What follows belongs to an exercise in optimizing a design on an open flow for small area and a short achievable clock period; a production flow would make more cautious choices.
In this exercise RTL edits were held to simulation tests only and were not proved equivalent to the original.

==> flow/design.v (outline; a module is shown in full before it is edited, if it fits) <==
// module Correlation_32: 1088 lines
// module corr32_fa: 4 lines
// module corr32_ha: 4 lines
module Correlation_32(
    input [31:0] Num_1,
    input [31:0] Num_2,
    input [31:0] Num_3,
    input [31:0] Num_4,
    input [31:0] Num_5,
    input [31:0] Num_6,
    input [31:0] Num_7,
    input [31:0] Num_8,
    input [31:0] Num_9,
    input [31:0] Num_10,
    input [31:0] Num_11,
    input [31:0] Num_12,
    input [31:0] Num_13,
    input [31:0] Num_14,
    input [31:0] Num_15,
    input [31:0] Num_16,
    input [31:0] Target_Num,
    input Clock,
    input Reset,
    output reg [3:0] Out_4
    );
  // ...
==> flow/run.sh <==
#!/bin/bash
# synth_recipe.tcl (not shown) runs the flow's synth.tcl, then flattens the netlist and writes it again
# the make line also repeats each setting of config.mk as NAME=value (left out here)
make -C /OpenROAD-flow-scripts/flow DESIGN_CONFIG=/design/flow/config.mk WORK_HOME=/design/flow/orfs CLKGATE_MAP_FILE= SYNTH_SCRIPT=/design/flow/synth_recipe.tcl finish
==> flow/config.mk <==
export PLATFORM = sky130hd
export DESIGN_NAME = Correlation_32
export DESIGN_NICKNAME = Correlation_32
export VERILOG_FILES = /design/flow/design.v
export SDC_FILE = /design/flow/constraint.sdc
export NUM_CORES = 4
export LEC_CHECK = 0
export CAP_MARGIN = 20
export CORE_MARGIN = 2
export CORE_UTILIZATION = 40
export SLEW_MARGIN = 20
export SYNTH_HIERARCHICAL = 1
export SYNTH_MINIMUM_KEEP_SIZE = 0
==> flow/constraint.sdc <==
create_clock -name core_clock -period 50.0 [get_ports {Clock}]
set_input_delay 10.0000 -clock core_clock [delete_from_list [all_inputs] [get_ports {Clock}]]
set_output_delay 10.0000 -clock core_clock [all_outputs]
set_load 0.01 [all_outputs]
==> impl_metrics.sql, run 1 <==
INSERT INTO impl_metrics (metric_group, metric, value, unit) VALUES
('run_status', 'status', 'complete, no violations', ''),
('sta', 'finalWorstPathRequiredPeriod', '20.23', 'ns'),
('placement', 'post_place_instance_area', '22800', 'um2'),
('worst_setup_path', 'cp_data_arrival_time', '20.31', 'ns'),
('clock_tree', 'tritoncts', 'built', ''),
('yosys', 'most_used_standard_cell_by_instance_count_after_synthesis', 'xor2_1', ''),
('yosys', 'synth.top_cells.by_count', 'xor2_1, fa_1, ha_1, inv_1, clkbuf_1', ''),
('worst_hold_path', 'timing.hold.worst.class', 'in -> async', ''),
('yosys', 'synth_top_family_by_area', 'adder cells', ''),
('finish', 'comb.multi_input.count', '1335', ''),
('yosys', 'ys_ff_latch', '4', ''),
('yosys', 'post_synth_fa_ha_maj_area_fraction', '59.8', '%'),
('yosys', 'synth.cell_area', '17100', 'um2'),
('sta', 'setup-violations-final', '0', ''),
('placement', 'portBuffers', '549', ''),
('worst_setup_path', 'critical_path_required', '50.08', 'ns'),
('clock_tree', 'post_cts_buffers', '0', ''),
('finish', 'fin_area', '22900', 'um2'),
('yosys', 'synth_enable_flop_cells', '0', ''),
('global_routing', 'grt_overflow', '0', ''),
('yosys', 'netlist.top_cell.by_area', 'fa_1', ''),
('clock_tree', 'clock_path_buffers', '2', ''),
('placement', 'placed_cells_incl_taps', '2489', ''),
('worst_setup_path', 'critical_path.startpoint_type', 'primary input', ''),
('yosys', 'synth_mux_area_share', '3.20', '%'),
('routing', 'met2RoutedLength', '35400', 'um'),
('finish', 'n_clock_buffer', '3', ''),
('finish', 'nets', '3068', ''),
('finish', 'layout.area.seq', '100', 'um2'),
('worst_setup_path', 'worstSetupPathDepth', '32', ''),
('sta', 'tightest_slew', '0.981', 'ns'),
('worst_setup_path', 'crit_path_frequent_cell', 'ha_1', ''),
('global_routing', 'grt_start_max_net_pins', '17', ''),
('sta', 'setup_ws', '29.77', 'ns'),
('clock_tree', 'cts_htree_levels', '1', ''),
('floorplan', 'initial_utilization', '40.6', '%'),
('yosys', 'yosys.cell_types.count', '47', ''),
('worst_setup_path', 'worstPathMaxFanout', '16', ''),
('routing', 'postRouteWirelength', '71100', 'um'),
('clock_tree', 'post_cts.resized_instances', '0', ''),
('sta', 'timing.final.crit_share', '40.5', '%');
==> run 2: changes to the inputs <==
==> flow/flow/run.sh (new file) <==
#!/bin/bash
# Standard ORFS layout (the standard.sh), with the port buffers made from the
# smallest buffer cell instead of the default choice.
set -euo pipefail
export BUFFER_PORTS_ARGS="-buffer_cell sky130_fd_sc_hd__buf_1"
bash standard.sh > standard.log 2>&1
==> flow/standard.sh (new file) <==
#!/bin/bash
# synth_recipe.tcl (not shown) runs the flow's synth.tcl, then flattens the netlist and writes it again
# the make line also repeats each setting of config.mk as NAME=value (left out here)
make -C /OpenROAD-flow-scripts/flow DESIGN_CONFIG=/design/flow/config.mk WORK_HOME=/design/flow/orfs CLKGATE_MAP_FILE= SYNTH_SCRIPT=/design/flow/synth_recipe.tcl "${@:-finish}"
removed: flow/run.sh
==> run 2 against run 1 <==
Compared with the run above:
- still clean on timing, DRC and antenna
- highest routed layer unchanged
- largest cell class unchanged
- critical path type unchanged
- synthesized cell count stayed put
- synthesized area stayed put
- first-iteration DRC count is 45% higher
==> impl_metrics.sql, run 2 <==
INSERT INTO impl_metrics (metric_group, metric, value, unit) VALUES
('floorplan', 'dieArea', '44400', 'um2'),
('yosys', 'synth.top_cells.by_count', 'xor2_1, fa_1, ha_1, inv_1, clkbuf_1', ''),
('floorplan', 'die_h', '211', 'um'),
('worst_setup_path', 'worstPathMaxFanout', '16', ''),
('worst_setup_path', 'setup.worst_path.class', 'in -> reg', ''),
('global_routing', 'grtUsageTotal', '29.9', '%'),
('worst_setup_path', 'critical-path-top-delay-family', 'adder cells', ''),
('routing', 'route.detailed.wl_per_inst', '26.2', 'um'),
('sta', 'setup-violations-final', '0', ''),
('run_status', 'status', 'complete, no violations', ''),
('routing', 'routed-via-count', '13235', ''),
('sta', 'fin_setup_tns', '0', 'ns'),
('yosys', 'yosys.cell_types.count', '47', ''),
('routing', 'vias_per_cell', '5.27', ''),
('worst_hold_path', 'timing.hold.worst.class', 'in -> async', ''),
('worst_setup_path', 'cp_data_arrival_time', '20.38', 'ns'),
('finish', 'layout_common_cells', 'buf_1, xor2_1, fa_1', ''),
('finish', 'largest_register_ff_count', '4', ''),
('sta', 'finalWorstPathRequiredPeriod', '20.30', 'ns'),
('worst_setup_path', 'end_kind', 'register', ''),
('worst_setup_path', 'crit_buf_inv', '2', ''),
('yosys', 'net_count_after_synthesis', '2582', ''),
('yosys', 'synth_enable_flop_cells', '0', ''),
('yosys', 'syn_inst', '1469', ''),
('finish', 'biggestRegsByFlops', 'Out_4 (4)', ''),
('yosys', 'synth-async-reset-ratio', '100', '%'),
('floorplan', 'coreArea', '42000', 'um2'),
('sta', 'report.final.hold_viol_count', '0', ''),
('floorplan', 'std_cell_rows', '75', ''),
('finish', 'top_register', 'Out_4', ''),
('finish', 'layout-drive-gt1-share', '4.31', '%'),
('sta', 'whs', '9.69', 'ns'),
('global_routing', 'grt_overflow', '0', ''),
('finish', 'fillCellCount', '3984', ''),
('worst_setup_path', 'timing.critical_path.slowest_cell_delay', '0.71', 'ns'),
('clock_tree', 'post_cts_buffers', '0', ''),
('routing', 'detailedRoute.firstIterationViolations', '1028', ''),
('clock_tree', 'post_cts.resized_instances', '0', ''),
('yosys', 'ys_ff_latch', '4', ''),
('yosys', 'netlist.top_cell.by_area', 'fa_1', ''),
('sta', 'tightest_slew', '0.996', 'ns'),
('worst_setup_path', 'setup.worst_path.start', 'Target_Num[20]', ''),
('sta', 'timing.final.max_slew_violations', '0', ''),
('clock_tree', 'path_clk_slew', '0.03', 'ns'),
('clock_tree', 'cts_made_buffers', '3', ''),
('finish', 'layout.core_utilization', '47.1', '%'),
('clock_tree', 'cts_hold_bufs', '0', ''),
('worst_setup_path', 'crit_slowest_cell', 'clkbuf_2', ''),
('finish', 'layout.cells.most_common', 'buf_1', ''),
('routing', 'ant_nets', '0', ''),
('global_routing', 'first_global_vias', '15220', ''),
('clock_tree', 'clock-sinks', '4', ''),
('routing', 'postRouteWirelength', '65700', 'um'),
('yosys', 'synthDominantCellAreaShare', '48.8', '%'),
('yosys', 'synth.cell_area', '17100', 'um2'),
('worst_setup_path', 'critical_path_required', '50.08', 'ns'),
('yosys', 'total_of_warnings_raised_by_yosys', '7', ''),
('global_routing', 'initial_antenna_violation_count', '2', ''),
('routing', 'drcViolationCount', '0', ''),
('worst_setup_path', 'critical_path.startpoint_type', 'primary input', ''),
('placement', 'detailed_place_hpwl', '55100', 'um'),
('yosys', 'synth_seq_area_share', '0.586', '%'),
('finish', 'area_growth', '16.0', '%'),
('yosys', 'most_used_standard_cell_by_instance_count_after_synthesis', 'xor2_1', ''),
('sta', 'rsz_0062_raised_after_global_routing', 'false', ''),
('global_routing', 'grt_first_pass_wirelength', '95300', 'um'),
('clock_tree', 'clock_path_buffers', '2', ''),
('clock_tree', 'cts_htree_levels', '1', ''),
('sta', 'timing.max_slew.rel_slack', '33.6', '%'),
('yosys', 'synth.area.top_cells', 'fa_1, xor2_1, ha_1', ''),
('clock_tree', 'root_buffer', 'clkbuf_16', ''),
('global_routing', 'grt_start_max_net_pins', '17', ''),
('job', 'max_capacitance_violation_total', '0', ''),
('floorplan', 'design.portCount', '550', ''),
('sta', 'maxClockFrequency', '0.0493', 'GHz'),
('yosys', 'synthesized_area_per_cell', '11.6', 'um2'),
('yosys', 'postSynth.topFlopCell', 'dfrtp_1', ''),
('finish', 'nets', '3085', ''),
('floorplan', 'initial_utilization', '40.6', '%'),
('clock_tree', 'tritoncts', 'built', ''),
('sta', 'timing.final.crit_share', '40.6', '%'),
('placement', 'portBuffers', '549', ''),
('floorplan', 'die_w', '211', 'um'),
('placement', 'rd_place_congestion', '0.987', ''),
('routing', 'drt_pre_antenna_iters', '5', ''),
('worst_setup_path', 'crit_path_frequent_cell', 'ha_1', '');
-- run 2: changes by cell type in the layout (fill, tap and decap cells not counted) --
cell,previous run,this run
buf_4,3,20
diode_2,2,1
clkdlybuf4s50_1,517,0
clkbuf_2,0,32
buf_2,32,0
buf_1,0,517
-- run 2: cells by family (layout without fill, tap and decap cells) --
| family | count (synthesis) | count (layout) | synth area share [%] |
|---|---|---|---|
| adder cells (fa/ha/maj) | 567 | 567 | 59.8 |
| XOR/XNOR | 514 | 514 | 26.4 |
| buffers and inverters | 130 | 631 | 2.89 |
| AO/OA/AOI/OAI | 123 | 123 | 4.95 |
| AND/OR/NAND/NOR | 79 | 79 | 2.17 |
| multiplexers | 52 | 52 | 3.20 |
| flip-flops | 4 | 4 | 0.586 |
| other | 0 | 1 | 0 |
-- run 2: per-module statistics from Yosys, one instance, submodules excluded --
module | copies in the design | cells inside | cell area, um2
Correlation_32 | 1 | 973 | 7740
corr32_fa | 416 | 1 | 20.0
corr32_ha | 80 | 1 | 12.5
-- run 2: cell type report --
class                   instances  area [um2]  area share, %
flip-flops and latches          4         100          0.505
clock buffers                   3        75.1          0.379
well taps                     539         674           3.41
diodes                          1        2.50         0.0126
multi-input cells            1335       16500           83.2
repair buffers                569        2250           11.4
inverters                      59         221           1.12
-- run 2: per-layer routing --
metal / vias to the layer above / global-route usage, % / wire [um]
met3: 136 / 4.63 / 4810
met4: 2 / 13.1 / 3240
li1: 5691 / - / -
met2: 711 / 50.9 / 32200
met5: - / 0 / 13
met1: 6695 / 37.8 / 25400
-- run 2: path summary, 6_finish.rpt --
check / endpoint / slack, ns / cells after the start
max: Out_4[2] / 29.70 / 33
min: Out_4[2] / 9.69 / 2
max in group asynchronous: Out_4[0] / 40.16 / 2
min in group core_clock: Out_4[1] / 10.75 / 1
-- run 2: stage by stage --
step	instances	cell area [um2]	worst slack, ns
after floorplan	1469	17100	30.44
after global placement	2506	19700	29.78
after detailed placement	2506	19700	29.57
after CTS	2509	19800	29.77
after global routing	2510	19800	29.07
final	2510	19800	29.70

==> separate check: timing with driven ports <==
The flow's constraints put no driver on any port. The routed layouts listed below were extracted and timed again, unchanged, in two steps.
Step 1 (the two cells are an assumption about what drives the block):
set clk [get_ports {Clock}]
set_driving_cell -lib_cell sky130_fd_sc_hd__clkbuf_16 $clk
set_driving_cell -lib_cell sky130_fd_sc_hd__buf_2 [delete_from_list [all_inputs] $clk]
Step 2 also shifts input and output timing later by t, the mid clock arrival at the registers, as if the neighbouring blocks saw the same clock.
a / b / c = no drivers / after step 1 / after step 2; a / b = the first two.
| run | shift t [ns] | slack for setup (ns) | slew at the worst register clock pin (ns) | cell pins on the clock port's net |
|---|---|---|---|---|
| run 1 | 0.260 | 29.773 / 29.786 / 29.526 | 0.03 / 0.03 | 1 |
| run 2 | 0.264 | 29.705 / 29.721 / 29.457 | 0.03 / 0.03 | 1 |
After both steps every run listed still meets setup and hold. The setup slack of run 2, which loses most, moves by +0.016 ns with the drivers and by -0.248 ns with both steps.
